Context: an optimization exercise on an open-source flow, tuned for small area, a short achievable clock period and few clock cycles per item. The choices shown serve that exercise and are no tape-out recipe. Only simulation tests tie the RTL to the original design; equivalence was not proved.

==> flow/design.v (outline; a module is shown in full before it is edited, if it fits) <==
// module ysyx_22040228multiplier: 231 lines
// module ysyx_22040228multiplier_csa: 554 lines
// module ysyx_22040228multiplier_add: 439 lines
module ysyx_22040228multiplier (
    input  wire        clk,
    input  wire        rst,
    input  wire        mult_ready,
    input  wire [7:0]  inst_opcode,
    input  wire [63:0] mult_op1,
    input  wire [63:0] mult_op2,
    output wire [63:0] product_val,
    output wire        mult_finish
);
  // ...
==> flow/run.sh <==
#!/bin/bash
# synth_recipe.tcl (not shown) runs the flow's synth.tcl, then flattens the netlist and writes it again
# the make line also repeats each setting of config.mk as NAME=value (left out here)
make -C /OpenROAD-flow-scripts/flow DESIGN_CONFIG=/design/flow/config.mk WORK_HOME=/design/flow/orfs CLKGATE_MAP_FILE= SYNTH_SCRIPT=/design/flow/synth_recipe.tcl finish
==> flow/config.mk <==
export PLATFORM = sky130hd
export DESIGN_NAME = ysyx_22040228multiplier
export DESIGN_NICKNAME = ysyx_22040228multiplier
export VERILOG_FILES = /design/flow/design.v
export SDC_FILE = /design/flow/constraint.sdc
export NUM_CORES = 4
export LEC_CHECK = 0
export CAP_MARGIN = 20
export CORE_MARGIN = 2
export CORE_UTILIZATION = 40
export PLACE_DENSITY = 0.6
export SETUP_SLACK_MARGIN = 1.4
export SLEW_MARGIN = 20
==> flow/constraint.sdc <==
create_clock -name core_clock -period 6.5 [get_ports {clk}]
set_input_delay 1.3000 -clock core_clock [delete_from_list [all_inputs] [get_ports {clk}]]
set_output_delay 1.3000 -clock core_clock [all_outputs]
set_load 0.01 [all_outputs]
==> flow_results.org, run 1 <==
** Yosys
- Share of flip-flops with an asynchronous set or reset :: 0%
- Yosys instantiated no cell more often than sky130_fd_sc_hd__inv_1.
- Cell variety after synth :: 94
- The cell area that synthesis handed to floorplanning was 28400 um^2.

** Global routing
- Global routing used 29.6% of the available tracks.
- Sum of overflow across all layers after global routing :: 0

** Final layout
- Filler cells :: 7023
- In the layout the commonest cells are 504 x sky130_fd_sc_hd__inv_1, 339 x sky130_fd_sc_hd__a22oi_1, 269 x sky130_fd_sc_hd__xnor2_1.
- The library cell used most frequently in the layout, excluding fill and tap cells, is sky130_fd_sc_hd__inv_1.
- Share of final-layout standard cells stronger than drive strength 1 :: 13.7%
- Layout inverter count without the clock tree :: 508
- In the final layout, the registers with the most flip-flops are v: 73 flops, mc_r: 65 flops, enc_r: 12 flops.

** Hold path
- The path with the worst hold slack has its endpoint at stepping$_SDFF_PP0_.
- Along the worst hold path, the cell count comes to 1.

** STA
- Clock Skews :: 0.0144 ns
- Post-route setup slack :: 1.21 ns
- Setup violations remaining at the end of the flow were counted as 0.
- Minimum period implied by the final worst setup slack :: 5.29 ns
- At the pin with the least slew margin, the transition time is 1.25 ns.
- Endpoints failing hold :: 0
- The tightest hold path in the finished design has a slack of 0.453 ns.
- The final number of max-transition violations came to 0.

** Setup path
- In this design, the stage delay of the slowest critical-path cell is 0.46 ns.
- STA classifies the critical path startpoint as a register.
- Together, buffers and inverters on the worst path number 2.
- The worst register-to-register path has a depth of 18.

** Placement
- Once placement finished, the instance area stood at 31300 um^2.
- Pre-CTS WS :: 0.653 ns

** Flow run
- Maximum capacitance violations :: 0

** Routing
- After detailed routing, the wire length on met1 is 47100 um.
- The first TritonRoute pass finished after 7 iterations.
- The detailed router placed 28200 vias in this run.
- The routed design uses 10800 um of met3 wire.

** CTS
- The longest clock path from root to sink contains 2 buffers.
- Cell at the root of the clock tree :: sky130_fd_sc_hd__clkbuf_16

** Outcome
- Run status :: no timing/DRC/antenna violations

** Die
- Die extent in x :: 270 um
Testbench counts, summed over its fixed seeds: cycles 16,163, items 3,200.
==> run 2, diff against run 1 <==
--- a/flow/config.mk
+++ b/flow/config.mk
@@ -9,5 +9,4 @@
 export CORE_MARGIN = 2
 export CORE_UTILIZATION = 40
 export PLACE_DENSITY = 0.6
-export SETUP_SLACK_MARGIN = 1.4
 export SLEW_MARGIN = 20
==> flow_results.org, run 2 <==
** Outcome
- Run status: no timing/DRC/antenna violations (unchanged).

** Yosys
- The net count after synthesis came to 4064 (unchanged).
- Fraction of the yosys area taken by sequential cells :: 12.5% (unchanged)
- Area contributors post-synth :: sky130_fd_sc_hd__fa_1 16%, sky130_fd_sc_hd__dfxtp_1 12%, sky130_fd_sc_hd__a22oi_1 9.0% (unchanged)
- Dominant cell by count in the synthesized netlist :: sky130_fd_sc_hd__inv_1 (unchanged)
- Cell variety after synth :: 94 (unchanged)
- The count of mapped cells out of synthesis came to 3556 (unchanged).
- The share of the synthesized area in the top cell type is 15.5% (unchanged).
- The register bit count reported by yosys was 174 (unchanged).
- The prevailing post-synth register cell was sky130_fd_sc_hd__dfxtp_1 (unchanged).
- The number of warnings reported in the yosys synthesis log is 1 (unchanged).
- Share of flip-flops with an asynchronous set or reset :: 0% (unchanged)
- The number of enable-type register cells in the synthesized netlist is 5 (unchanged).
- The post-synthesis average cell area was 7.98 um^2 (unchanged).
- Netlist area before placement :: 28400 um^2 (unchanged)
- Commonest cells in the netlist: 505 x sky130_fd_sc_hd__inv_1, 340 x sky130_fd_sc_hd__a22oi_1, 279 x sky130_fd_sc_hd__xnor2_1, 220 x sky130_fd_sc_hd__fa_1, 172 x sky130_fd_sc_hd__clkbuf_1 (unchanged).
- The library cell with the largest summed area after synthesis was sky130_fd_sc_hd__fa_1 (unchanged).

** Die
- Die extent in x :: 270 um (unchanged)
- Number of ports placed on the die boundary :: 204 (unchanged)
- The full die area is 73100 um^2 (unchanged).
- The number of rows in the core area is 97 (unchanged).
- Area of the core :: 70100 um^2 (unchanged)
- Starting utilization of the core area :: 40.4% (unchanged)
- Vertical die dimension :: 270 um (unchanged)

** Setup path
- The largest driver fanout on the critical path came to 9 (was 6).
- Sort of element at the start of the critical path :: register (unchanged)
- WP data arrival :: 4.79 ns (was 3.99 ns)
- Worst Setup Path Type :: reg -> out (unchanged)
- The kind of end point of the critical path was an output port (unchanged).
- WP data required :: 5.20 ns (about the same)

** Final layout
- The growth of design area from synthesis to finish was 12.4% (was 17.4%).
- The utilization after layout is 45.5% (was 47.5%).
- Register with the highest flop count :: v (unchanged)
- The final layout net count was 4099 (was 4186).
- Share of final-layout standard cells stronger than drive strength 1 :: 6.69% (was 13.7%)
- The most common cell after layout, fill and taps aside is sky130_fd_sc_hd__inv_1 (unchanged).
- Biggest registers after layout :: v: 73 flops, mc_r: 65 flops, enc_r: 12 flops (unchanged)
- Total non-filler cell area in the finished layout :: 31900 um^2 (was 33300 um^2)
- The number of flip-flops in the largest register is 73 (unchanged).
- Commonest cells after routing, fill and taps aside :: 504 x sky130_fd_sc_hd__inv_1, 340 x sky130_fd_sc_hd__a22oi_1, 279 x sky130_fd_sc_hd__xnor2_1 (was 504 x sky130_fd_sc_hd__inv_1, 339 x sky130_fd_sc_hd__a22oi_1, 269 x sky130_fd_sc_hd__xnor2_1)

** Routing
- Routed Antenna Nets :: 0 (unchanged)
- Router iterations before antenna repair :: 8 (was 7)
- Total routed wirelength :: 108000 um (was 111000 um)
- Final routed DRC violation total :: 0 (unchanged)
- The detail-routed via count per cell is 6.07 (was 6.09).
- The number of DRC markers after the initial detailed-route iteration is 3353 (was 3813).
- The wire length per cell after detailed routing is 23.8 um (was 23.9 um).
- The via count is 27600 (was 28200).

** STA
- Setup repair after global routing missed its margin :: false (was true)
- The final number of max-transition violations was 0 (unchanged).
- Post-Route Hold Slack :: 0.453 ns (about the same)
- The pin slew with the least headroom to its limit came to 1.13 ns (was 1.25 ns).
- Max Clock Freq :: 164 MHz (was 189 MHz)
- The number of failing hold endpoints at the final stage was 0 (unchanged).
- Minimum period implied by the final worst setup slack :: 6.09 ns (was 5.29 ns)
- Final worst-path cycle share :: 93.6% (was 81.4%)
- The normalized max-slew margin came to 24.1% (was 16.4%).
- The setup-violating endpoint count in the final report came to 0 (unchanged).
- The final sum of negative setup slack is 0 ns (unchanged).
- Clock Skews :: 0.0150 ns (was 0.0144 ns)

** Placement
- HPWL after DPL :: 85500 um (unchanged)
- The number of input and output port buffers inserted was 203 (unchanged).
- The post-place instance area was 31300 um^2 (unchanged).
- Routability congestion estimate from global placement :: 1.02 (unchanged)

** Global routing
- The first-pass GRT wire length was 166000 um (was 168000 um).
- Maximum number of pins on one net before global-route repair :: 67 (unchanged)
- The remaining global-route overflow came to 0 (unchanged).
- The global-route usage over all layers was 29.2% (was 29.6%).
- The number of antenna violations at the first check in global routing is 0 (unchanged).
- The number of global-route vias before repair came to 26600 (was 27100).

** CTS
- The clock insertion delay at the later pin of the skew report is 0.49 ns (about the same).
- The master cell of the clock root buffer is sky130_fd_sc_hd__clkbuf_16 (unchanged).
- The deepest clock path buffer count came to 2 (unchanged).
- The count of instances resized after the clock tree is built is 0 (was 251).
- The clock tree from TritonCTS is yes (unchanged).
- The number of buffers created by CTS came to 17 (unchanged).
- Clock transition at path regs :: 0.08 ns (about the same)
- # clock sinks :: 174 (unchanged)
- The number of levels in the clock H-tree came to 4 (unchanged).
- Buffers inserted during post-CTS setup optimization :: 0 (was 52)
- The hold buffer count at cts was 0 (unchanged).

** Flow run
- The number of max-capacitance violations reported came to 0 (unchanged).

** Hold path
- Hold/Removal Path Class :: reg -> reg (unchanged)
==> run 2: cell types whose count changed in the layout (fill, tap and decap cells not counted), sizes merged, moves of 3 or more <==
| cell | delta |
|---|---|
| buf | -116 |
| clkdlybuf4s50 | +65 |
| clkbuf | -16 |
| dlygate4sd2 | -13 |
| clkdlybuf4s15 | -3 |
| dlymetal6s2s | -3 |
==> run 2: worst max-delay path, stage by stage (launching register included) <==
cell                              delay, ns
sky130_fd_sc_hd__dfxtp_1               0.36
sky130_fd_sc_hd__ha_1                  0.35
sky130_fd_sc_hd__nand2_1               0.06
sky130_fd_sc_hd__or4_1                 0.42
sky130_fd_sc_hd__o21a_1                0.31
sky130_fd_sc_hd__nor2_1                0.21
sky130_fd_sc_hd__nand4_1               0.14
sky130_fd_sc_hd__fa_1                  0.47
sky130_fd_sc_hd__xor2_1                0.50
sky130_fd_sc_hd__o22ai_1               0.17
sky130_fd_sc_hd__a221o_1               0.28
sky130_fd_sc_hd__a221oi_1              0.20
sky130_fd_sc_hd__o21ai_0               0.13
sky130_fd_sc_hd__nand2_1               0.08
sky130_fd_sc_hd__nand3_1               0.08
sky130_fd_sc_hd__clkdlybuf4s50_1       0.55
==> run 2: layout make-up <==
type / count / area [um^2]
sequential: 174 / 3560
fill: 7112 / 38300
tap: 940 / 1180
clock buffer: 18 / 439
multi-input combinational: 2576 / 21700
clock inverter: 14 / 150
timing repair buffer: 314 / 2940
antenna: 1 / 2.50
inverter: 508 / 1910
==> run 2: metal layers <==
metal / track usage, % / up-vias / share of wire, %
li1: - / 12600 / -
met5: 0 / - / 0
met4: 12.9 / 0 / 4.8
met1: 40.3 / 13100 / 43
met2: 44.7 / 1670 / 43
met3: 4.99 / 292 / 9.2
==> run 2: final timing paths <==
| kind | startpoint | endpoint | slack, ns | depth (start not counted) |
|---|---|---|---|---|
| setup / recovery | v[24]$_DFF_P_ | product_val[17] | 0.41 | 15 |
| hold / removal | busy$_SDFFE_PP0P_ | stepping$_SDFF_PP0_ | 0.45 | 1 |
| setup reg to reg | enc_r[11]$_DFF_P_ | v[63]$_DFF_P_ | 1.45 | 16 |
| hold reg to reg | busy$_SDFFE_PP0P_ | stepping$_SDFF_PP0_ | 0.45 | 1 |
==> run 2: cell families after synthesis <==
family          after synthesis  synth area share [%]
simple gates                675                  12.2
mux                         115                  4.28
compound gates             1015                  25.4
buf+inv                     806                  11.1
flops                       174                  12.5
fa+ha+maj                   369                  22.1
xor+xnor                    402                  12.4
==> run 2: stage by stage <==
stage,setup slack (ns),instances
2_1_floorplan,1.60,3556
3_3_place_gp,0.687,4512
3_5_place_dp,0.653,4512
4_1_cts,0.304,4544
5_1_grt,0.0932,4544
6_report,0.413,4545
==> run 3, diff against run 2 <==
--- a/flow/config.mk
+++ b/flow/config.mk
@@ -9,4 +9,5 @@
 export CORE_MARGIN = 2
 export CORE_UTILIZATION = 40
 export PLACE_DENSITY = 0.6
+export SETUP_SLACK_MARGIN = 1.0
 export SLEW_MARGIN = 20
==> flow_results.org, run 3 <==
** Outcome
- Run status :: no timing/DRC/antenna violations (unchanged)

** Placement
- Routability congestion estimate from global placement :: 1.02 (unchanged)
- The number of input and output port buffers inserted was 203 (unchanged).
- The half-perimeter wire length after placement was 85500 um (unchanged).

** Final layout
- Biggest registers after layout: v: 73 flops, mc_r: 65 flops, enc_r: 12 flops (unchanged).
- The register containing the most flip-flops in the final layout is v (unchanged).
- Final core utilization :: 46.6% (was 45.5%)
- Filler cells :: 7065 (was 7112)
- The number of antenna diodes came to 0 (was 1).
- Commonest cells after routing, fill and taps aside: 504 x sky130_fd_sc_hd__inv_1, 340 x sky130_fd_sc_hd__a22oi_1, 271 x sky130_fd_sc_hd__xnor2_1 (was 504 x sky130_fd_sc_hd__inv_1, 340 x sky130_fd_sc_hd__a22oi_1, 279 x sky130_fd_sc_hd__xnor2_1).
- The number of flip-flops in the largest register is 73 (unchanged).
- Reg area :: 3580 um^2 (was 3560 um^2)
- Area of the multi-input gates :: 22200 um^2 (was 21700 um^2)
- Commonest non-fill, non-tap cell in the layout :: sky130_fd_sc_hd__inv_1 (unchanged)
- The share of final-layout standard cells stronger than drive strength 1 was 9.65% (was 6.69%).
- The growth of design area from synthesis to finish came to 15.1% (was 12.4%).
- Net count of the finished layout :: 4131 (was 4099)

** Setup path
- The flop-to-flop setup slack came to 1.45 ns (about the same).
- WP data arrival :: 4.18 ns (was 4.79 ns)
- The kind of cell adding the most delay to the critical path is compound AO/OA/AOI/OAI gates (unchanged).
- Worst flop-to-flop path startpoint :: enc_r[11]$_DFF_P_ (unchanged)
- Sort of element at the start of the critical path :: register (unchanged)
- The critical path class is reg -> out (unchanged).
- Worst Setup End Kind :: output port (unchanged)
- Largest stage delay on the critical path :: 0.60 ns (was 0.55 ns)
- The critical path startpoint was pc[3]$_DFF_P_ (was v[24]$_DFF_P_).
- Largest fanout of any net on the critical path :: 8 (was 9)
- Critical path buffers and inverters :: 3 (was 1)
- The cell at the slowest stage of the critical path is sky130_fd_sc_hd__clkdlybuf4s50_1 (unchanged).
- Crit path cell chain :: ha_4 -> nand2_2 -> or4_4 -> o21a_4 -> o21ai_4 -> buf_6 -> a21o_1 -> and3_2 -> xnor2_4 -> buf_4 -> o22ai_1 -> a21oi_1 -> a221oi_1 -> clkdlybuf4s50_1 (was ha_1 -> nand2_1 -> or4_1 -> o21a_1 -> nor2_1 -> nand4_1 -> fa_1 -> xor2_1 -> o22ai_1 -> a221o_1 -> a221oi_1 -> o21ai_0 -> nand2_1 -> nand3_1 -> clkdlybuf4s50_1)
- WP data required :: 5.20 ns (about the same)

** Hold path
- Worst Hold Launch :: busy$_SDFFE_PP0P_ (unchanged)
- Hold/Removal Path Class :: reg -> reg (unchanged)

** Routing
- Router iterations before antenna repair :: 7 (was 8)
- The via count came to 27800 (was 27600).
- Routed Antenna Nets :: 0 (unchanged)
- The total wire length after detailed routing was 109000 um (was 108000 um).
- First DRT Iteration DRCs :: 3538 (was 3353)
- The detail-routed via count per cell is 6.08 (was 6.07).
- The remaining routing DRC violations came to 0 (unchanged).
- The wire length per cell after detailed routing was 23.9 um (was 23.8 um).

** Yosys
- The number of warnings reported in the yosys synthesis log came to 1 (unchanged).
- The post-synthesis average cell area was 7.98 um^2 (unchanged).
- The share of flip-flops with an asynchronous set or reset came to 0% (unchanged).
- The count of mapped cells out of synthesis was 3556 (unchanged).
- The number of distinct standard cells referenced by the synthesized netlist is 94 (unchanged).
- Cell accounting for the most synthesized area :: sky130_fd_sc_hd__fa_1 (unchanged)
- Fraction of the yosys area taken by sequential cells :: 12.5% (unchanged)
- The share of the synthesized area in the top cell type came to 15.5% (unchanged).
- The net count after synthesis was 4064 (unchanged).
- The mapped cell area came to 28400 um^2 (unchanged).
- Number of enable flip-flop cells after synthesis :: 5 (unchanged)
- Commonest cells in the netlist: 505 x sky130_fd_sc_hd__inv_1, 340 x sky130_fd_sc_hd__a22oi_1, 279 x sky130_fd_sc_hd__xnor2_1, 220 x sky130_fd_sc_hd__fa_1, 172 x sky130_fd_sc_hd__clkbuf_1 (unchanged).
- The register bit count reported by yosys is 174 (unchanged).
- The prevailing post-synth register cell is sky130_fd_sc_hd__dfxtp_1 (unchanged).
- Area contributors post-synth: sky130_fd_sc_hd__fa_1 16%, sky130_fd_sc_hd__dfxtp_1 12%, sky130_fd_sc_hd__a22oi_1 9.0% (unchanged).
- The most numerous cell in the Yosys netlist was sky130_fd_sc_hd__inv_1 (unchanged).

** STA
- Clock Skews :: 0.0157 ns (was 0.0150 ns)
- Setup repair after global routing missed its margin :: true (was false)
- The period utilization came to 84.3% (was 93.6%).
- Worst slew margin relative to its limit :: 22.4% (was 24.1%)
- Final sum of negative setup slack :: 0 ns (unchanged)
- The final number of max-transition violations is 0 (unchanged).
- The pin slew with the least headroom to its limit came to 1.16 ns (was 1.13 ns).
- The highest attainable clock frequency is 182 MHz (was 164 MHz).
- The number of failing hold endpoints at the final stage was 0 (unchanged).
- The setup-violating endpoint count in the final report is 0 (unchanged).
- Minimum period implied by the final worst setup slack :: 5.48 ns (was 6.09 ns)

** CTS
- The number of levels in the clock H-tree is 4 (unchanged).
- The clock insertion delay at the later pin of the skew report came to 0.49 ns (about the same).
- The number of buffers created by CTS is 17 (unchanged).
- TritonCTS clock tree :: yes (unchanged)
- # clock sinks :: 174 (unchanged)
- The clock-pin slew on the worst setup and hold paths is 0.08 ns (about the same).
- The deepest clock path buffer count came to 2 (unchanged).
- Cell at the root of the clock tree :: sky130_fd_sc_hd__clkbuf_16 (unchanged)

** Global routing
- The first-pass GRT wire length came to 167000 um (was 166000 um).
- The number of antenna violations at the first check in global routing was 1 (was 0).
- Vias in the first global route :: 26800 (was 26600)
- Global-route usage over all layers :: 29.3% (was 29.2%)
- The maximum number of pins on one net before global-route repair was 67 (unchanged).
- Sum of overflow across all layers after global routing :: 0 (unchanged)

** Die
- The initial core utilization came to 40.4% (unchanged).
- Die extent in x :: 270 um (unchanged)
- The overall die height is 270 um (unchanged).
- Number of cell rows :: 97 (unchanged)
- Number of ports placed on the die boundary :: 204 (unchanged)
- The full die area was 73100 um^2 (unchanged).
- The core area is 70100 um^2 (unchanged).

** Flow run
- Maximum capacitance violations :: 0 (unchanged)
[run 3: worst register-to-register path: stages (launching register included)]
cell                       delay, ns
sky130_fd_sc_hd__dfxtp_4        0.50
sky130_fd_sc_hd__clkinv_1       0.91
sky130_fd_sc_hd__xnor2_1        0.60
sky130_fd_sc_hd__fa_1           0.23
sky130_fd_sc_hd__inv_1          0.07
sky130_fd_sc_hd__fa_1           0.51
sky130_fd_sc_hd__inv_1          0.06
sky130_fd_sc_hd__fa_1           0.57
sky130_fd_sc_hd__inv_1          0.05
sky130_fd_sc_hd__ha_1           0.27
sky130_fd_sc_hd__a21o_1         0.18
sky130_fd_sc_hd__a21oi_1        0.24
sky130_fd_sc_hd__o21bai_1       0.10
sky130_fd_sc_hd__a21oi_1        0.26
sky130_fd_sc_hd__o21bai_1       0.11
sky130_fd_sc_hd__a21oi_1        0.19
sky130_fd_sc_hd__xnor2_1        0.14
[run 3: final timing paths]
path | to | cells past startpoint
hold / removal | stepping$_SDFF_PP0_ | 1
setup reg to reg | v[63]$_DFF_P_ | 16
hold reg to reg | stepping$_SDFF_PP0_ | 1
setup / recovery | product_val[54] | 14
[run 3: final cells by class]
type                            count  area share [%]
Clock buffer                       18            1.34
Inverter                          508            5.84
Multi-Input combinational cell   2577            67.9
Sequential cell                   174            10.9
Clock inverter                     14           0.460
Tap cell                          940            3.60
Timing Repair Buffer              345            9.87
[run 3: stage by stage]
stage	instance area (um^2)	setup WS (ns)	std cells	hold WS [ns]
6_report	32700	1.02	4576	0.453
5_1_grt	32700	0.888	4576	0.475
4_1_cts	32200	0.989	4558	0.459
3_5_place_dp	31300	0.653	4512	0.443
3_3_place_gp	31300	0.687	4512	0.430
2_1_floorplan	28400	1.60	3556	0.421
[run 3: routing by layer]
layer  wire length [um]  track usage, %
met1              46900            40.3
met2              46400            44.7
met3              10500            5.31
met4               5410            13.2
met5                  0               0
[run 3: timing repair]
item	CTS	global route
resized for setup	76	102
setup endpoints to repair	64	56
buffers inserted	14	17
hold buffers	0	0
pin swaps	8	24
endpoints found under the hold margin	0	0
cloned	0	1
[run 3: kinds of logic (layout without fill, tap and decap cells)]
group,Yosys count,count (layout),share of synthesized area [%]
AOI/OAI and AO/OA,1015,1015,25.4
adders and majority gates,369,369,22.1
and+or+nand+nor,675,676,12.2
muxes,115,115,4.28
xor gates and xnor gates,402,402,12.4
buffers and inverters,806,885,11.1
DFF,174,174,12.5
==> run 4, diff against run 3 <==
--- a/flow/config.mk
+++ b/flow/config.mk
@@ -7,7 +7,7 @@
 export LEC_CHECK = 0
 export CAP_MARGIN = 20
 export CORE_MARGIN = 2
-export CORE_UTILIZATION = 40
-export PLACE_DENSITY = 0.6
-export SETUP_SLACK_MARGIN = 1.0
+export CORE_UTILIZATION = 45
+export PLACE_DENSITY = 0.7
+export SETUP_SLACK_MARGIN = 1.2
 export SLEW_MARGIN = 20
==> flow_results.org, run 4 <==
** Yosys
- Main flop type after synthesis :: sky130_fd_sc_hd__dfxtp_1 (unchanged)
- Share of flip-flops with an asynchronous set or reset :: 0% (unchanged)
- The library cell with the largest summed area after synthesis is sky130_fd_sc_hd__fa_1 (unchanged).
- Fraction of synthesized cell area taken by the top area cell type :: 15.5% (unchanged)
- The net count after synthesis was 4064 (unchanged).
- The post-synthesis average cell area came to 7.98 um^2 (unchanged).
- Area contributors post-synth: sky130_fd_sc_hd__fa_1 16%, sky130_fd_sc_hd__dfxtp_1 12%, sky130_fd_sc_hd__a22oi_1 9.0% (unchanged).
- Cell variety after synth :: 94 (unchanged)
- Commonest cells in the netlist: 505 x sky130_fd_sc_hd__inv_1, 340 x sky130_fd_sc_hd__a22oi_1, 279 x sky130_fd_sc_hd__xnor2_1, 220 x sky130_fd_sc_hd__fa_1, 172 x sky130_fd_sc_hd__clkbuf_1 (unchanged).
- Seq cells post-synth :: 174 (unchanged)
- Count of mapped cells out of synthesis :: 3556 (unchanged)
- The mapped cell area came to 28400 um^2 (unchanged).
- The number of warnings reported in the yosys synthesis log came to 1 (unchanged).
- The number of enable-type register cells in the synthesized netlist came to 5 (unchanged).
- The proportion of synthesized chip area in sequential cells was 12.5% (unchanged).
- Dominant cell by count in the synthesized netlist :: sky130_fd_sc_hd__inv_1 (unchanged)

** Placement
- The number of input and output port buffers inserted came to 203 (unchanged).
- The half-perimeter wire length after placement came to 83500 um (was 85500 um).
- Placed Area :: 31200 um^2 (was 31300 um^2)
- Routability congestion estimate from global placement :: 1.06 (was 1.02)
- The count of placed standard cells including taps was 4427 (was 4512).

** Final layout
- Max FFs per register :: 73 (unchanged)
- Commonest cells after routing, fill and taps aside :: 504 x sky130_fd_sc_hd__inv_1, 340 x sky130_fd_sc_hd__a22oi_1, 270 x sky130_fd_sc_hd__xnor2_1 (was 504 x sky130_fd_sc_hd__inv_1, 340 x sky130_fd_sc_hd__a22oi_1, 271 x sky130_fd_sc_hd__xnor2_1)
- Net count of the finished layout :: 4169 (was 4131)
- Register with the highest flop count :: v (unchanged)
- Filler cells :: 5928 (was 7065)
- The register cell area after layout came to 3570 um^2 (was 3580 um^2).
- The growth of design area from synthesis to finish was 16.5% (was 15.1%).
- Final Non-Filler Cells :: 4521 (was 4576)
- Commonest non-fill, non-tap cell in the layout :: sky130_fd_sc_hd__inv_1 (unchanged)
- Biggest registers after layout: v: 73 flops, mc_r: 65 flops, enc_r: 12 flops (unchanged).
- Share of final-layout standard cells stronger than drive strength 1 :: 11.9% (was 9.65%)
- Total non-filler cell area in the finished layout :: 33100 um^2 (was 32700 um^2)
- Area of the multi-input gates :: 22400 um^2 (was 22200 um^2)

** STA
- Final Slew Violations :: 0 (unchanged)
- Final sum of negative setup slack :: 0 ns (unchanged)
- Endpoints failing hold :: 0 (unchanged)
- Setup repair after global routing missed its margin :: true (unchanged)
- The post-route clock skew is 0.0187 ns (was 0.0157 ns).
- The pin slew with the least headroom to its limit was 1.19 ns (was 1.16 ns).
- The period utilization is 83.1% (was 84.3%).
- Worst slew margin relative to its limit :: 20.2% (was 22.4%)
- The setup-violating endpoint count in the final report came to 0 (unchanged).
- Post-Route Hold Slack :: 0.456 ns (was 0.453 ns)
- The highest attainable clock frequency came to 185 MHz (was 182 MHz).
- Minimum period implied by the final worst setup slack :: 5.40 ns (was 5.48 ns)

** Routing
- Mean number of vias per cell :: 6.31 (was 6.08)
- Routed Antenna Nets :: 0 (unchanged)
- The post-route met1 wirelength came to 44200 um (was 46900 um).
- The total wire length after detailed routing is 109000 um (about the same).
- Met3 Wirelength :: 12100 um (was 10500 um)
- Router iterations before antenna repair :: 7 (unchanged)
- The wire length per cell after detailed routing was 24.1 um (was 23.9 um).
- The number of DRC markers after the initial detailed-route iteration came to 3965 (was 3538).
- Final routed DRC violation total :: 0 (unchanged)
- Via count of the routed design :: 28500 (was 27800)
- The detailed route wirelength on metal2 was 45400 um (was 46400 um).
- The highest layer used for signal routing is met4 (unchanged).

** Setup path
- Crit path cell chain :: ha_4 -> nand2_2 -> or4_4 -> o21a_4 -> o21ai_4 -> a31o_4 -> nand3_4 -> fa_2 -> buf_12 -> buf_6 -> o22ai_2 -> a21oi_1 -> o211ai_1 -> a21oi_2 -> o221ai_2 -> a22o_1 -> buf_2 (was ha_4 -> nand2_2 -> or4_4 -> o21a_4 -> o21ai_4 -> buf_6 -> a21o_1 -> and3_2 -> xnor2_4 -> buf_4 -> o22ai_1 -> a21oi_1 -> a221oi_1 -> clkdlybuf4s50_1)
- The startpoint type of the worst setup path was a register (unchanged).
- The critical path class is reg -> out (unchanged).
- Largest stage delay on the critical path :: 0.67 ns (was 0.60 ns)
- Largest fanout of any net on the critical path :: 3 (was 8)
- Cell with the largest stage delay on the worst path :: sky130_fd_sc_hd__fa_2 (was sky130_fd_sc_hd__clkdlybuf4s50_1)
- The kind of end point of the critical path is an output port (unchanged).
- The data arrival at the endpoint of the critical path came to 4.10 ns (was 4.18 ns).
- WP data required :: 5.20 ns (about the same)

** Global routing
- The remaining global-route overflow was 0 (unchanged).
- The number of global-route vias before repair was 27200 (was 26800).
- The first-pass GRT wire length is 165000 um (was 167000 um).
- Antenna violations before repair :: 0 (was 1)
- The global-route usage over all layers is 33.1% (was 29.3%).
- Maximum number of pins on one net before global-route repair :: 67 (unchanged)

** Die
- The full die area is 65100 um^2 (was 73100 um^2).
- Number of cell rows :: 92 (was 97)
- Vertical die dimension :: 255 um (was 270 um)
- The initial core utilization is 45.2% (was 40.4%).
- The core area was 62700 um^2 (was 70100 um^2).
- Die extent in x :: 255 um (was 270 um)
- The count of boundary I/O pins came to 204 (unchanged).

** Outcome
- Run status: no timing/DRC/antenna violations (unchanged).

** CTS
- Cell at the root of the clock tree :: sky130_fd_sc_hd__clkbuf_16 (unchanged)
- Clock insertion delay at the later pin of the skew report :: 0.50 ns (was 0.49 ns)
- # clock sinks :: 174 (unchanged)
- TritonCTS clock tree :: yes (unchanged)
- Clock transition at path regs :: 0.08 ns (about the same)
- The deepest clock path buffer count is 2 (unchanged).
- The number of buffers created by CTS is 17 (unchanged).
- Number of levels in the clock H-tree :: 4 (unchanged)

** Hold path
- Hold/Removal Path Class :: reg -> reg (unchanged)

** Flow run
- The number of max-capacitance violations reported is 0 (unchanged).
-- run 4: cell count changes in the layout (fill, tap and decap cells not counted), moves of 5 or more --
cell and change:
sky130_fd_sc_hd__clkdlybuf4s50_1 -14, sky130_fd_sc_hd__dlymetal6s2s_1 -8, sky130_fd_sc_hd__buf_12 +5, sky130_fd_sc_hd__dlygate4sd2_1 +5, sky130_fd_sc_hd__a21oi_2 +5, sky130_fd_sc_hd__buf_4 +29, sky130_fd_sc_hd__a21oi_1 -6, sky130_fd_sc_hd__clkbuf_2 +8
sky130_fd_sc_hd__nor2_1 -6
-- run 4: path summary, 6_finish.rpt --
check / endpoint / startpoint / slack [ns] / depth (start not counted)
worst min-delay path: busy$_SDFFE_PP0P_ / busy$_SDFFE_PP0P_ / 0.46 / 1
worst max-delay path: product_val[8] / pc[3]$_DFF_P_ / 1.10 / 17
worst max register to register: pc[3]$_DFF_P_ / enc_r[2]$_DFF_P_ / 1.62 / 19
worst min register to register: busy$_SDFFE_PP0P_ / busy$_SDFFE_PP0P_ / 0.46 / 1
-- run 4: logic make-up (layout without fill, tap and decap cells) --
| group | after synthesis | in the layout | share of synthesized area (%) |
|---|---|---|---|
| other | 0 | 1 | 0 |
| AO/OA/AOI/OAI | 1015 | 1015 | 25.4 |
| flip-flops | 174 | 174 | 12.5 |
| XOR/XNOR | 402 | 402 | 12.4 |
| AND/OR/NAND/NOR | 675 | 675 | 12.2 |
| adder cells (fa/ha/maj) | 369 | 369 | 22.1 |
| buffers and inverters | 806 | 924 | 11.1 |
| multiplexers | 115 | 115 | 4.28 |
-- run 4: per-stage QoR --
step / setup WS (ns) / util (%)
2_1_floorplan: 1.60 / -
3_3_place_gp: 0.722 / 49.8
3_5_place_dp: 0.745 / 49.8
4_1_cts: 1.03 / 51.7
5_1_grt: 0.902 / 52.7
6_report: 1.10 / 52.7
-- run 4: layer usage --
metal | global-route usage [%] | vias up
met5 | 0 | -
met2 | 49.5 | 1997
met3 | 7.17 | 409
li1 | - | 12700
met1 | 44.3 | 13400
met4 | 18.4 | 0
-- run 4: final cells by class --
cell class	count	share of cell area, %
multi-input combinational	2576	67.7
tap	846	3.20
sequential	174	10.8
clock inverter	15	0.511
inverter	508	5.77
timing repair buffer	384	10.7
antenna	1	0.00757
clock buffer	17	1.29
-- run 4: critical path, delay by kind of cell, from the launching register on --
kind | cells | cell delay [ns]
AO/OA/AOI/OAI | 9 | 1.42
adder cells (fa/ha/maj) | 2 | 0.93
AND/OR/NAND/NOR | 3 | 0.53
buffers and inverters | 3 | 0.37
flip-flops | 1 | 0.36
-- run 4: repair_timing --
item                                    in CTS  in global routing
endpoints found under the setup margin      64                 57
hold buffers                                 0                  0
gates resized for setup                    161                130
buffers inserted                            31                 29
pin swaps                                   25                 35
cloned                                       0                  1
==> module ysyx_22040228multiplier, before the edit <==
module ysyx_22040228multiplier (
    input  wire        clk,
    input  wire        rst,
    input  wire        mult_ready,
    input  wire [7:0]  inst_opcode,
    input  wire [63:0] mult_op1,
    input  wire [63:0] mult_op2,
    output wire [63:0] product_val,
    output wire        mult_finish
);
    localparam K  = 8;                 
    localparam ND = 4;                 
    localparam G  = 9;                 
    localparam GW = 4;                 
    localparam W  = 73;                
    localparam XW = 74;                
    localparam NB = 9;                 
    wire op_mul    = (inst_opcode == 8'b00001110);
    wire op_mulh   = (inst_opcode == 8'b00011100);
    wire op_mulhsu = (inst_opcode == 8'b00111000);
    wire op_mulhu  = (inst_opcode == 8'b01110000);
    wire op_mulw   = (inst_opcode == 8'b11100000);
    wire pw        = inst_opcode[7];                       
    wire lowmode   = inst_opcode[7] | ~inst_opcode[4];     
    wire sa        = ~inst_opcode[6] | inst_opcode[7];     
    wire sb        = ~inst_opcode[5] | inst_opcode[7];     
    wire [64:0] a65 = pw ? {{33{mult_op1[31]}}, mult_op1[31:0]} : {sa & mult_op1[63], mult_op1};
    wire [64:0] b65 = pw ? {{33{mult_op2[31]}}, mult_op2[31:0]} : {sb & mult_op2[63], mult_op2};
    function [G-1:0] fitv;
        input [63:0] o;
        input        w;      
        input        sg;     
        integer g, i;
        reg [G-1:0] f64, fu, f32;
        reg o64, z64, o32, z32;
        begin
            o64 = 1'b1; z64 = 1'b1; o32 = 1'b1; z32 = 1'b1;
            for (g = G; g >= 1; g = g - 1) begin
                for (i = 0; i < 64; i = i + 1)
                    if (i >= g * K - 1 && i <= g * K + K - 2) begin
                        o64 = o64 & o[i];
                        z64 = z64 & ~o[i];
                        if (i < 32) begin
                            o32 = o32 & o[i];
                            z32 = z32 & ~o[i];
                        end
                    end
                f64[g-1] = o64 | z64;
                fu[g-1]  = z64;
                f32[g-1] = o32 | z32;
            end
            fitv = w ? f32 : (sg ? f64 : fu);
        end
    endfunction
    wire [G-1:0] fits_a = fitv(mult_op1, pw, sa);
    wire [G-1:0] fits_b = fitv(mult_op2, pw, sb);
    wire [G-1:0] top_a = fits_a & ~{fits_a[G-2:0], 1'b0};
    wire [G-1:0] top_b = fits_b & ~{fits_b[G-2:0], 1'b0};
    wire swap = |(fits_a & ~fits_b);
    wire [64:0] mc = swap ? b65 : a65;
    wire [XW-1:0] ax = {{(XW-66){a65[64]}}, a65, 1'b0};
    wire [XW-1:0] bx = {{(XW-66){b65[64]}}, b65, 1'b0};
    reg  [K:0]    ga_top, gb_top;
    reg  [GW-1:0] na_m1, nb_m1;
    integer i;
    always @(*) begin
        ga_top = {(K+1){1'b0}};
        gb_top = {(K+1){1'b0}};
        na_m1  = {GW{1'b0}};
        nb_m1  = {GW{1'b0}};
        for (i = 0; i < G; i = i + 1) begin
            ga_top = ga_top | ({(K+1){top_a[i]}} & ax[i*K +: K+1]);
            gb_top = gb_top | ({(K+1){top_b[i]}} & bx[i*K +: K+1]);
            na_m1  = na_m1 | ({GW{top_a[i]}} & i[GW-1:0]);
            nb_m1  = nb_m1 | ({GW{top_b[i]}} & i[GW-1:0]);
        end
    end
    wire [GW-1:0] nm1 = swap ? na_m1 : nb_m1;
    wire [GW-1:0] first_idx = lowmode ? nm1 : {GW{1'b0}};
    reg swap_r;
    wire [XW-1:0] mpx = swap_r ? ax : bx;
    function [K:0] grp;
        input [GW-1:0] g;
        integer j;
        begin
            grp = {(K+1){1'b0}};
            for (j = 0; j < G; j = j + 1)
                if (g == j) grp = mpx[j*K +: K+1];
        end
    endfunction
    function [3*ND-1:0] benc;
        input [K:0] b;
        integer j;
        reg [2:0] t;
        begin
            for (j = 0; j < ND; j = j + 1) begin
                t = b[2*j +: 3];
                benc[3*j+2] = t[2];
                benc[3*j+1] = (t[2] ^ t[1]) & ~(t[1] ^ t[0]);
                benc[3*j]   = t[1] ^ t[0];
            end
        end
    endfunction
    reg          busy;      
    reg          stepping;  
    reg          resolve;   
    reg          fin;
    reg          lsb;       
    reg [GW-1:0] cur;       
    reg [GW-1:0] last_r;    
    reg [3*ND-1:0] enc_r;
    reg [64:0]   mc_r;
    reg [W-1:0]  v;
    reg [NB-1:0] pc;
    wire start = mult_ready & ~busy;
    wire is_last = lsb ? (cur == last_r) : (cur == {GW{1'b0}});
    wire [GW-1:0] nxt = lsb ? cur + 1'b1 : cur - 1'b1;
    always @(posedge clk) begin
        if (rst) begin
            busy     <= 1'b0;
            stepping <= 1'b0;
            resolve  <= 1'b0;
            fin      <= 1'b0;
        end else if (start) begin
            busy     <= 1'b1;
            stepping <= 1'b1;
            resolve  <= 1'b0;
            fin      <= 1'b0;
        end else if (fin | ~mult_ready) begin
            busy     <= 1'b0;
            stepping <= 1'b0;
            resolve  <= 1'b0;
            fin      <= 1'b0;
        end else begin
            stepping <= stepping & ~is_last;
            resolve  <= 1'b0;
            fin      <= stepping & is_last;
        end
    end
    always @(posedge clk) begin
        mc_r   <= mc;
        swap_r <= swap;
        if (start) begin
            lsb    <= ~lowmode;
            cur    <= first_idx;
            last_r <= nm1;
            enc_r  <= swap ? (lowmode ? benc(ga_top) : benc(ax[K:0]))
                           : (lowmode ? benc(gb_top) : benc(bx[K:0]));
        end else begin
            cur    <= nxt;
            enc_r  <= benc(grp(nxt));
        end
    end
    reg  [66*ND-1:0] rows;
    reg  [ND-1:0]    ng;
    reg  [65:0]      sel;
    integer d;
    always @(*) begin
        for (d = 0; d < ND; d = d + 1) begin
            sel = ({66{enc_r[3*d]}} & {mc_r[64], mc_r}) | ({66{enc_r[3*d+1]}} & {mc_r, 1'b0});
            sel = sel ^ {66{enc_r[3*d+2]}};
            rows[66*d +: 66] = {~sel[65], sel[64:0]};
            ng[d] = enc_r[3*d+2];
        end
    end
    reg xl, xm, xf;
    always @(posedge clk) begin
        xl <= ~start & lsb;
        xm <= ~start & ~lsb;
        xf <= start;
    end
    localparam [W-1:0] BETA = {{(W-65){1'b0}}, 1'b1, 64'd0};
    wire [W-1:0] x = ({W{xl}} & {{K{1'b0}}, v[W-1:K]}) |
                     ({W{xm}} & {v[W-1-K:0], {K{1'b0}}}) |
                     ({W{xf}} & BETA);
    wire [NB-1:0] cin = ({NB{xl}} & {1'b0, pc[NB-1:1]}) |
                        ({NB{xm}} & {pc[NB-2:0], 1'b0});
    wire e = xl & pc[0] & (&v[K-1:0]);
    wire [W-1:0] cs_s, cs_c;
    ysyx_22040228multiplier_csa u_csa (
        .r0(rows[0 +: 66]), .r1(rows[66 +: 66]), .r2(rows[132 +: 66]), .r3(rows[198 +: 66]),
        .ng(ng), .x(x), .e(e), .cin(cin), .s(cs_s), .c(cs_c));
    wire [W-1:0]  bs;
    wire [NB-1:0] bco;
    assign {bco[0], bs[7:0]} = {1'b0, cs_s[7:0]} + {1'b0, cs_c[7:0]};
    assign {bco[1], bs[15:8]} = {1'b0, cs_s[15:8]} + {1'b0, cs_c[15:8]};
    assign {bco[2], bs[23:16]} = {1'b0, cs_s[23:16]} + {1'b0, cs_c[23:16]};
    assign {bco[3], bs[31:24]} = {1'b0, cs_s[31:24]} + {1'b0, cs_c[31:24]};
    assign {bco[4], bs[39:32]} = {1'b0, cs_s[39:32]} + {1'b0, cs_c[39:32]};
    assign {bco[5], bs[47:40]} = {1'b0, cs_s[47:40]} + {1'b0, cs_c[47:40]};
    assign {bco[6], bs[55:48]} = {1'b0, cs_s[55:48]} + {1'b0, cs_c[55:48]};
    assign {bco[7], bs[63:56]} = {1'b0, cs_s[63:56]} + {1'b0, cs_c[63:56]};
    assign {bco[8], bs[72:64]} = {1'b0, cs_s[72:64]} + {1'b0, cs_c[72:64]};
    wire [W-1:0] pcx;
    assign pcx = {1'b0, 1'b0, 1'b0, 1'b0, 1'b0, 1'b0, 1'b0, 1'b0, pc[8], 1'b0, 1'b0, 1'b0, 1'b0, 1'b0, 1'b0, 1'b0, pc[7], 1'b0, 1'b0, 1'b0, 1'b0, 1'b0, 1'b0, 1'b0, pc[6], 1'b0, 1'b0, 1'b0, 1'b0, 1'b0, 1'b0, 1'b0, pc[5], 1'b0, 1'b0, 1'b0, 1'b0, 1'b0, 1'b0, 1'b0, pc[4], 1'b0, 1'b0, 1'b0, 1'b0, 1'b0, 1'b0, 1'b0, pc[3], 1'b0, 1'b0, 1'b0, 1'b0, 1'b0, 1'b0, 1'b0, pc[2], 1'b0, 1'b0, 1'b0, 1'b0, 1'b0, 1'b0, 1'b0, pc[1], 1'b0, 1'b0, 1'b0, 1'b0, 1'b0, 1'b0, 1'b0, pc[0]};
    wire [W-1:0] r;
    ysyx_22040228multiplier_add u_add (.a(v), .b(pcx), .ci(1'b0), .s(r));
    wire [W-1:0] t = {~r[W-1], r[W-2:0]};
    wire [63:0] ash0 = {{55{t[W-1]}}, t[W-1:64]};
    wire [63:0] ash1 = {{47{t[W-1]}}, t[W-1:56]};
    wire [63:0] ash2 = {{39{t[W-1]}}, t[W-1:48]};
    wire [63:0] ash3 = {{31{t[W-1]}}, t[W-1:40]};
    wire [63:0] ash4 = {{23{t[W-1]}}, t[W-1:32]};
    wire [63:0] ash5 = {{15{t[W-1]}}, t[W-1:24]};
    wire [63:0] ash6 = {{7{t[W-1]}}, t[W-1:16]};
    wire [63:0] ash7 = t[71:8];
    wire [63:0] ash8 = t[63:0];
    reg  [63:0] hi;
    always @(*) begin
        case (last_r)
            4'd0: hi = ash0;
            4'd1: hi = ash1;
            4'd2: hi = ash2;
            4'd3: hi = ash3;
            4'd4: hi = ash4;
            4'd5: hi = ash5;
            4'd6: hi = ash6;
            4'd7: hi = ash7;
            4'd8: hi = ash8;
            default: hi = ash0;
        endcase
    end
    always @(posedge clk) begin
        v  <= bs;
        pc <= {bco[NB-2:0], 1'b0};
    end
    assign product_val = op_mul  ? r[63:0] :
                         op_mulw ? {{32{r[31]}}, r[31:0]} :
                         (op_mulh | op_mulhsu | op_mulhu) ? hi : 64'd0;
    assign mult_finish = fin;
endmodule
==> run 5, diff against run 4 <==
--- a/flow/design.v
+++ b/flow/design.v
@@ -15,17 +15,117 @@
     localparam W  = 73;                
     localparam XW = 74;                
     localparam NB = 9;                 
-    wire op_mul    = (inst_opcode == 8'b00001110);
-    wire op_mulh   = (inst_opcode == 8'b00011100);
-    wire op_mulhsu = (inst_opcode == 8'b00111000);
-    wire op_mulhu  = (inst_opcode == 8'b01110000);
-    wire op_mulw   = (inst_opcode == 8'b11100000);
-    wire pw        = inst_opcode[7];                       
-    wire lowmode   = inst_opcode[7] | ~inst_opcode[4];     
-    wire sa        = ~inst_opcode[6] | inst_opcode[7];     
-    wire sb        = ~inst_opcode[5] | inst_opcode[7];     
+    reg          busy;      
+    reg          stepping;  
+    reg          fin;
+    reg          lsb;       
+    reg          o_lo, o_w, o_hi;   
+    reg          swap_r;
+    reg [GW-1:0] cur;       
+    reg [GW-1:0] last_r;    
+    reg [3*ND-1:0] enc_r;
+    reg [64:0]   mc_r;
+    reg          xl, xm, xf;
+    reg [W-1:0]  v;
+    reg [NB-1:0] pc;
+    wire [64:0]     mc;
+    wire            swap, lowmode, c_lo, c_w, c_hi;
+    wire [GW-1:0]   nm1;
+    wire [3*ND-1:0] enc_first;
+    ysyx_22040228multiplier_prep u_prep (
+        .inst_opcode(inst_opcode), .mult_op1(mult_op1), .mult_op2(mult_op2),
+        .mc(mc), .swap(swap), .lowmode(lowmode), .nm1(nm1), .enc_first(enc_first),
+        .c_lo(c_lo), .c_w(c_w), .c_hi(c_hi));
+    wire start = mult_ready & ~busy;
+    wire is_last = lsb ? (cur == last_r) : (cur == {GW{1'b0}});
+    wire [GW-1:0] nxt = lsb ? cur + 1'b1 : cur - 1'b1;
+    wire [3*ND-1:0] enc_next;
+    ysyx_22040228multiplier_nenc u_nenc (
+        .inst_opcode(inst_opcode), .mult_op1(mult_op1), .mult_op2(mult_op2),
+        .swap(swap_r), .idx(nxt), .enc(enc_next));
+    always @(posedge clk) begin
+        if (rst) begin
+            busy     <= 1'b0;
+            stepping <= 1'b0;
+            fin      <= 1'b0;
+        end else if (start) begin
+            busy     <= 1'b1;
+            stepping <= 1'b1;
+            fin      <= 1'b0;
+        end else if (fin | ~mult_ready) begin
+            busy     <= 1'b0;
+            stepping <= 1'b0;
+            fin      <= 1'b0;
+        end else begin
+            stepping <= stepping & ~is_last;
+            fin      <= stepping & is_last;
+        end
+    end
+    always @(posedge clk) begin
+        mc_r   <= mc;
+        swap_r <= swap;
+        xl     <= ~start & lsb;
+        xm     <= ~start & ~lsb;
+        xf     <= start;
+        if (start) begin
+            o_lo   <= c_lo;
+            o_w    <= c_w;
+            o_hi   <= c_hi;
+            lsb    <= ~lowmode;
+            cur    <= lowmode ? nm1 : {GW{1'b0}};
+            last_r <= nm1;
+            enc_r  <= enc_first;
+        end else begin
+            cur    <= nxt;
+            enc_r  <= enc_next;
+        end
+    end
+    wire [W-1:0]  bs;
+    wire [NB-1:0] bco;
+    ysyx_22040228multiplier_step u_step (
+        .enc(enc_r), .mc(mc_r), .v(v), .pc(pc), .xl(xl), .xm(xm), .xf(xf),
+        .bs(bs), .bco(bco));
+    always @(posedge clk) begin
+        v  <= bs;
+        pc <= {bco[NB-2:0], 1'b0};
+    end
+    ysyx_22040228multiplier_out u_out (
+        .v(v), .pc(pc), .last(last_r), .o_lo(o_lo), .o_w(o_w), .o_hi(o_hi),
+        .product_val(product_val));
+    assign mult_finish = fin;
+endmodule
+module ysyx_22040228multiplier_prep (
+    input  wire [7:0]  inst_opcode,
+    input  wire [63:0] mult_op1,
+    input  wire [63:0] mult_op2,
+    output wire [64:0] mc,
+    output wire        swap,
+    output wire        lowmode,
+    output wire [3:0] nm1,
+    output wire [11:0] enc_first,
+    output wire        c_lo,
+    output wire        c_w,
+    output wire        c_hi
+);
+    localparam K  = 8;                 
+    localparam ND = 4;                 
+    localparam G  = 9;                 
+    localparam GW = 4;                 
+    localparam W  = 73;                
+    localparam XW = 74;                
+    localparam NB = 9;                 
+    assign c_lo = (inst_opcode == 8'b00001110);
+    assign c_w  = (inst_opcode == 8'b11100000);
+    assign c_hi = (inst_opcode == 8'b00011100) | (inst_opcode == 8'b00111000) |
+                  (inst_opcode == 8'b01110000);
+    assign lowmode = inst_opcode[7] | ~inst_opcode[4];     
+    wire pw = inst_opcode[7];                       
+    wire sa = ~inst_opcode[6] | inst_opcode[7];     
+    wire sb = ~inst_opcode[5] | inst_opcode[7];     
     wire [64:0] a65 = pw ? {{33{mult_op1[31]}}, mult_op1[31:0]} : {sa & mult_op1[63], mult_op1};
     wire [64:0] b65 = pw ? {{33{mult_op2[31]}}, mult_op2[31:0]} : {sb & mult_op2[63], mult_op2};
+    wire [XW-1:0] ax = {{(XW-66){a65[64]}}, a65, 1'b0};
+    wire [XW-1:0] bx = {{(XW-66){b65[64]}}, b65, 1'b0};
     function [G-1:0] fitv;
         input [63:0] o;
         input        w;      
@@ -56,10 +156,21 @@
     wire [G-1:0] fits_b = fitv(mult_op2, pw, sb);
     wire [G-1:0] top_a = fits_a & ~{fits_a[G-2:0], 1'b0};
     wire [G-1:0] top_b = fits_b & ~{fits_b[G-2:0], 1'b0};
-    wire swap = |(fits_a & ~fits_b);
-    wire [64:0] mc = swap ? b65 : a65;
-    wire [XW-1:0] ax = {{(XW-66){a65[64]}}, a65, 1'b0};
-    wire [XW-1:0] bx = {{(XW-66){b65[64]}}, b65, 1'b0};
+    assign swap = |(fits_a & ~fits_b);
+    assign mc = swap ? b65 : a65;
+    function [3*ND-1:0] benc;
+        input [K:0] b;
+        integer j;
+        reg [2:0] t;
+        begin
+            for (j = 0; j < ND; j = j + 1) begin
+                t = b[2*j +: 3];
+                benc[3*j+2] = t[2];
+                benc[3*j+1] = (t[2] ^ t[1]) & ~(t[1] ^ t[0]);
+                benc[3*j]   = t[1] ^ t[0];
+            end
+        end
+    endfunction
     reg  [K:0]    ga_top, gb_top;
     reg  [GW-1:0] na_m1, nb_m1;
     integer i;
@@ -75,19 +186,32 @@
             nb_m1  = nb_m1 | ({GW{top_b[i]}} & i[GW-1:0]);
         end
     end
-    wire [GW-1:0] nm1 = swap ? na_m1 : nb_m1;
-    wire [GW-1:0] first_idx = lowmode ? nm1 : {GW{1'b0}};
-    reg swap_r;
-    wire [XW-1:0] mpx = swap_r ? ax : bx;
-    function [K:0] grp;
-        input [GW-1:0] g;
-        integer j;
-        begin
-            grp = {(K+1){1'b0}};
-            for (j = 0; j < G; j = j + 1)
-                if (g == j) grp = mpx[j*K +: K+1];
-        end
-    endfunction
+    assign nm1 = swap ? na_m1 : nb_m1;
+    assign enc_first = swap ? (lowmode ? benc(ga_top) : benc(ax[K:0]))
+                            : (lowmode ? benc(gb_top) : benc(bx[K:0]));
+endmodule
+module ysyx_22040228multiplier_nenc (
+    input  wire [7:0]  inst_opcode,
+    input  wire [63:0] mult_op1,
+    input  wire [63:0] mult_op2,
+    input  wire        swap,
+    input  wire [3:0] idx,
+    output wire [11:0] enc
+);
+    localparam K  = 8;                 
+    localparam ND = 4;                 
+    localparam G  = 9;                 
+    localparam GW = 4;                 
+    localparam W  = 73;                
+    localparam XW = 74;                
+    localparam NB = 9;                 
+    wire pw = inst_opcode[7];                       
+    wire sa = ~inst_opcode[6] | inst_opcode[7];     
+    wire sb = ~inst_opcode[5] | inst_opcode[7];     
+    wire [64:0] a65 = pw ? {{33{mult_op1[31]}}, mult_op1[31:0]} : {sa & mult_op1[63], mult_op1};
+    wire [64:0] b65 = pw ? {{33{mult_op2[31]}}, mult_op2[31:0]} : {sb & mult_op2[63], mult_op2};
+    wire [XW-1:0] ax = {{(XW-66){a65[64]}}, a65, 1'b0};
+    wire [XW-1:0] bx = {{(XW-66){b65[64]}}, b65, 1'b0};
     function [3*ND-1:0] benc;
         input [K:0] b;
         integer j;
@@ -101,74 +225,46 @@
             end
         end
     endfunction
-    reg          busy;      
-    reg          stepping;  
-    reg          resolve;   
-    reg          fin;
-    reg          lsb;       
-    reg [GW-1:0] cur;       
-    reg [GW-1:0] last_r;    
-    reg [3*ND-1:0] enc_r;
-    reg [64:0]   mc_r;
-    reg [W-1:0]  v;
-    reg [NB-1:0] pc;
-    wire start = mult_ready & ~busy;
-    wire is_last = lsb ? (cur == last_r) : (cur == {GW{1'b0}});
-    wire [GW-1:0] nxt = lsb ? cur + 1'b1 : cur - 1'b1;
-    always @(posedge clk) begin
-        if (rst) begin
-            busy     <= 1'b0;
-            stepping <= 1'b0;
-            resolve  <= 1'b0;
-            fin      <= 1'b0;
-        end else if (start) begin
-            busy     <= 1'b1;
-            stepping <= 1'b1;
-            resolve  <= 1'b0;
-            fin      <= 1'b0;
-        end else if (fin | ~mult_ready) begin
-            busy     <= 1'b0;
-            stepping <= 1'b0;
-            resolve  <= 1'b0;
-            fin      <= 1'b0;
-        end else begin
-            stepping <= stepping & ~is_last;
-            resolve  <= 1'b0;
-            fin      <= stepping & is_last;
-        end
-    end
-    always @(posedge clk) begin
-        mc_r   <= mc;
-        swap_r <= swap;
-        if (start) begin
-            lsb    <= ~lowmode;
-            cur    <= first_idx;
-            last_r <= nm1;
-            enc_r  <= swap ? (lowmode ? benc(ga_top) : benc(ax[K:0]))
-                           : (lowmode ? benc(gb_top) : benc(bx[K:0]));
-        end else begin
-            cur    <= nxt;
-            enc_r  <= benc(grp(nxt));
-        end
+    wire [XW-1:0] mpx = swap ? ax : bx;
+    reg  [K:0] g;
+    integer j;
+    always @(*) begin
+        g = {(K+1){1'b0}};
+        for (j = 0; j < G; j = j + 1)
+            if (idx == j) g = mpx[j*K +: K+1];
     end
+    assign enc = benc(g);
+endmodule
+module ysyx_22040228multiplier_step (
+    input  wire [11:0] enc,
+    input  wire [64:0] mc,
+    input  wire [72:0] v,
+    input  wire [8:0] pc,
+    input  wire        xl,     
+    input  wire        xm,     
+    input  wire        xf,     
+    output wire [72:0] bs,
+    output wire [8:0] bco
+);
+    localparam K  = 8;                 
+    localparam ND = 4;                 
+    localparam G  = 9;                 
+    localparam GW = 4;                 
+    localparam W  = 73;                
+    localparam XW = 74;                
+    localparam NB = 9;                 
     reg  [66*ND-1:0] rows;
     reg  [ND-1:0]    ng;
     reg  [65:0]      sel;
     integer d;
     always @(*) begin
         for (d = 0; d < ND; d = d + 1) begin
-            sel = ({66{enc_r[3*d]}} & {mc_r[64], mc_r}) | ({66{enc_r[3*d+1]}} & {mc_r, 1'b0});
-            sel = sel ^ {66{enc_r[3*d+2]}};
+            sel = ({66{enc[3*d]}} & {mc[64], mc}) | ({66{enc[3*d+1]}} & {mc, 1'b0});
+            sel = sel ^ {66{enc[3*d+2]}};
             rows[66*d +: 66] = {~sel[65], sel[64:0]};
-            ng[d] = enc_r[3*d+2];
+            ng[d] = enc[3*d+2];
         end
     end
-    reg xl, xm, xf;
-    always @(posedge clk) begin
-        xl <= ~start & lsb;
-        xm <= ~start & ~lsb;
-        xf <= start;
-    end
     localparam [W-1:0] BETA = {{(W-65){1'b0}}, 1'b1, 64'd0};
     wire [W-1:0] x = ({W{xl}} & {{K{1'b0}}, v[W-1:K]}) |
                      ({W{xm}} & {v[W-1-K:0], {K{1'b0}}}) |
@@ -180,8 +276,6 @@
     ysyx_22040228multiplier_csa u_csa (
         .r0(rows[0 +: 66]), .r1(rows[66 +: 66]), .r2(rows[132 +: 66]), .r3(rows[198 +: 66]),
         .ng(ng), .x(x), .e(e), .cin(cin), .s(cs_s), .c(cs_c));
-    wire [W-1:0]  bs;
-    wire [NB-1:0] bco;
     assign {bco[0], bs[7:0]} = {1'b0, cs_s[7:0]} + {1'b0, cs_c[7:0]};
     assign {bco[1], bs[15:8]} = {1'b0, cs_s[15:8]} + {1'b0, cs_c[15:8]};
     assign {bco[2], bs[23:16]} = {1'b0, cs_s[23:16]} + {1'b0, cs_c[23:16]};
@@ -191,6 +285,23 @@
     assign {bco[6], bs[55:48]} = {1'b0, cs_s[55:48]} + {1'b0, cs_c[55:48]};
     assign {bco[7], bs[63:56]} = {1'b0, cs_s[63:56]} + {1'b0, cs_c[63:56]};
     assign {bco[8], bs[72:64]} = {1'b0, cs_s[72:64]} + {1'b0, cs_c[72:64]};
+endmodule
+module ysyx_22040228multiplier_out (
+    input  wire [72:0] v,
+    input  wire [8:0] pc,
+    input  wire [3:0] last,
+    input  wire        o_lo,
+    input  wire        o_w,
+    input  wire        o_hi,
+    output wire [63:0] product_val
+);
+    localparam K  = 8;                 
+    localparam ND = 4;                 
+    localparam G  = 9;                 
+    localparam GW = 4;                 
+    localparam W  = 73;                
+    localparam XW = 74;                
+    localparam NB = 9;                 
     wire [W-1:0] pcx;
     assign pcx = {1'b0, 1'b0, 1'b0, 1'b0, 1'b0, 1'b0, 1'b0, 1'b0, pc[8], 1'b0, 1'b0, 1'b0, 1'b0, 1'b0, 1'b0, 1'b0, pc[7], 1'b0, 1'b0, 1'b0, 1'b0, 1'b0, 1'b0, 1'b0, pc[6], 1'b0, 1'b0, 1'b0, 1'b0, 1'b0, 1'b0, 1'b0, pc[5], 1'b0, 1'b0, 1'b0, 1'b0, 1'b0, 1'b0, 1'b0, pc[4], 1'b0, 1'b0, 1'b0, 1'b0, 1'b0, 1'b0, 1'b0, pc[3], 1'b0, 1'b0, 1'b0, 1'b0, 1'b0, 1'b0, 1'b0, pc[2], 1'b0, 1'b0, 1'b0, 1'b0, 1'b0, 1'b0, 1'b0, pc[1], 1'b0, 1'b0, 1'b0, 1'b0, 1'b0, 1'b0, 1'b0, pc[0]};
     wire [W-1:0] r;
@@ -207,7 +318,7 @@
     wire [63:0] ash8 = t[63:0];
     reg  [63:0] hi;
     always @(*) begin
-        case (last_r)
+        case (last)
             4'd0: hi = ash0;
             4'd1: hi = ash1;
             4'd2: hi = ash2;
@@ -220,14 +331,9 @@
             default: hi = ash0;
         endcase
     end
-    always @(posedge clk) begin
-        v  <= bs;
-        pc <= {bco[NB-2:0], 1'b0};
-    end
-    assign product_val = op_mul  ? r[63:0] :
-                         op_mulw ? {{32{r[31]}}, r[31:0]} :
-                         (op_mulh | op_mulhsu | op_mulhu) ? hi : 64'd0;
-    assign mult_finish = fin;
+    assign product_val = ({64{o_lo}} & r[63:0]) |
+                         ({64{o_w}}  & {{32{r[31]}}, r[31:0]}) |
+                         ({64{o_hi}} & hi);
 endmodule
 module ysyx_22040228multiplier_csa (
     input  wire [65:0] r0, r1, r2, r3,
--- a/flow/config.mk
+++ b/flow/config.mk
@@ -7,7 +7,6 @@
 export LEC_CHECK = 0
 export CAP_MARGIN = 20
 export CORE_MARGIN = 2
-export CORE_UTILIZATION = 45
-export PLACE_DENSITY = 0.7
-export SETUP_SLACK_MARGIN = 1.2
+export CORE_UTILIZATION = 40
+export PLACE_DENSITY = 0.6
 export SLEW_MARGIN = 20
==> flow_results.org, run 5 <==
** Outcome
- Run status: no timing/DRC/antenna violations (unchanged).

** Yosys
- Area contributors post-synth :: sky130_fd_sc_hd__fa_1 16%, sky130_fd_sc_hd__dfxtp_1 12%, sky130_fd_sc_hd__xnor2_1 9.4% (was sky130_fd_sc_hd__fa_1 16%, sky130_fd_sc_hd__dfxtp_1 12%, sky130_fd_sc_hd__a22oi_1 9.0%)
- Cell variety after synth :: 88 (was 94)
- Seq cells post-synth :: 177 (was 174)
- Share of flip-flops with an asynchronous set or reset :: 0% (unchanged)
- The count of mapped cells out of synthesis came to 3416 (was 3556).
- The mapped cell area was 27400 um^2 (was 28400 um^2).
- The net count after synthesis was 3924 (was 4064).
- Adder-cell share of the synthesized area :: 22.8% (was 22.1%)

** Final layout
- The growth of design area from synthesis to finish came to 13.5% (was 16.5%).
- Commonest non-fill, non-tap cell in the layout :: sky130_fd_sc_hd__nand2_1 (was sky130_fd_sc_hd__inv_1)
- The share of final-layout standard cells stronger than drive strength 1 was 7.18% (was 11.9%).
- Filler cells :: 6872 (was 5928)

** Global routing
- Vias in the first global route :: 26900 (was 27200)
- The met1 track demand over resource is 45.6% (was 44.3%).
- Most congested layer reported by global routing :: met2 (unchanged)
- Sum of overflow across all layers after global routing :: 0 (unchanged)
- M3 GR Usage :: 6.74% (was 7.17%)

** CTS
- Clock buffer count from CTS :: 17 (unchanged)
- Worst-case clock buffer depth :: 2 (unchanged)
- The clock-pin slew on the worst setup and hold paths was 0.09 ns (was 0.08 ns).

** Hold path
- The class of the worst hold path is reg -> reg (unchanged).

** Routing
- The detail-routed via count per cell came to 6.51 (was 6.31).
- The number of DRC markers after the initial detailed-route iteration came to 4331 (was 3965).
- Routed Antenna Nets :: 0 (unchanged)

** Setup path
- The critical path class is reg -> out (unchanged).
- The largest driver fanout on the critical path was 10 (was 3).
- The startpoint type of the worst setup path was a register (unchanged).

** Die
- Area enclosed by the die boundary :: 70700 um^2 (was 65100 um^2)
- The count of boundary I/O pins is 204 (unchanged).

** STA
- Endpoints failing hold :: 0 (unchanged)

** Placement
- The half-perimeter wire length after placement came to 97000 um (was 83500 um).
[run 5: changes by cell type in the layout (fill, tap and decap cells not counted), moves of 21 or more]
| cell | previous run | this run |
|---|---|---|
| sky130_fd_sc_hd__nand2_1 | 161 | 337 |
| sky130_fd_sc_hd__inv_1 | 504 | 287 |
| sky130_fd_sc_hd__o221ai_1 | 37 | 16 |
| sky130_fd_sc_hd__a31oi_1 | 3 | 50 |
| sky130_fd_sc_hd__a21oi_1 | 138 | 168 |
| sky130_fd_sc_hd__nor3_1 | 50 | 24 |
| sky130_fd_sc_hd__o21ai_0 | 105 | 147 |
| sky130_fd_sc_hd__xnor2_1 | 270 | 296 |
| sky130_fd_sc_hd__a221oi_1 | 28 | 51 |
| sky130_fd_sc_hd__mux2i_1 | 73 | 41 |
| sky130_fd_sc_hd__clkdlybuf4s50_1 | 140 | 203 |
[run 5: worst max-delay path: cells and delay by family (launching register included)]
kind,cells,cell delay [ns]
AOI/OAI and AO/OA,10,2.23
adders and majority gates,3,0.75
and+or+nand+nor,2,0.39
buffers and inverters,2,0.65
DFF,1,0.37
xor gates and xnor gates,1,0.13
[run 5: what timing repair did]
item                                    4_1_cts  5_1_grt
hold endpoints to repair                      0        0
endpoints found under the setup margin        0        5
resized for setup                             0        2
[run 5: per-stage QoR]
step           cell area (um^2)  util, %  hold slack (ns)  setup slack, ns  cells
2_1_floorplan             27400        -            0.421             1.66   3416
3_3_place_gp              30500     44.7            0.434            0.669   4347
3_5_place_dp              30500     44.7            0.441            0.667   4347
4_1_cts                   31100     45.6            0.455            0.112   4379
5_1_grt                   31100     45.6            0.472           0.0182   4379
6_report                  31100     45.6            0.454            0.202   4379
[run 5: cell families after synthesis]
logic type	after synthesis
mux	65
flops	177
buf+inv	590
xor+xnor	410
fa+ha+maj	369
simple gates	756
compound gates	1049
[run 5: cell type report]
| class | count | area (um^2) | area share [%] |
|---|---|---|---|
| Sequential cell | 177 | 3650 | 11.7 |
| Inverter | 293 | 1100 | 3.53 |
| Clock inverter | 15 | 193 | 0.619 |
| Timing Repair Buffer | 346 | 3130 | 10.1 |
| Multi-Input combinational cell | 2649 | 21500 | 69.2 |
| Clock buffer | 17 | 425 | 1.37 |
| Tap cell | 882 | 1100 | 3.54 |
[run 5: layer usage]
layer | vias to the layer above | wire (um)
met4 | 12 | 7840
li1 | 12300 | -
met2 | 1933 | 53800
met3 | 433 | 12500
met5 | - | 76
met1 | 13800 | 49900
[run 5: worst paths after layout]
kind | start | endpoint | cells after the start
hold / removal | stepping$_SDFF_PP0_ | fin$_SDFF_PP0_ | 2
setup / recovery | v[8]$_DFF_P_ | product_val[17] | 18
hold reg to reg | stepping$_SDFF_PP0_ | fin$_SDFF_PP0_ | 2
setup reg to reg | enc_r[2]$_DFF_P_ | pc[4]$_DFF_P_ | 17
Testbench counts of run 5, summed over its fixed seeds: cycles 16,163, items 3,200.

-- afterwards: timing with drivers on the ports --
In the flow no input, the clock included, has a driving cell. The finished layouts below were timed again as built, in two steps. Step 1: set_driving_cell puts a clkbuf_16 on clk and a buf_2 on each other input, an assumption about the parent block. Step 2 times the ports against the registers' clock, not the clock port: input delays grow and output delays shrink by t, the midpoint of the rising clock arrivals with the driver on. a / b / c = ideal / step 1 / step 2; a / b = the first two.
run	t (ns)	slack for setup (ns)	worst setup path after step 2
run 1	0.546	1.206 / 1.145 / 0.943	input to register
run 2	0.547	0.413 / 0.352 / 0.529	input to output
run 3	0.548	1.020 / 0.959 / 0.888	input to register
run 4	0.550	1.100 / 1.041 / 0.827	input to register
run 5	0.559	0.202 / 0.140 / 0.699	register to output
After both steps setup and hold are still met in every run listed. For run 4, which loses most, drivers alone change the setup slack by -0.059 ns; drivers and shift together by -0.273 ns.
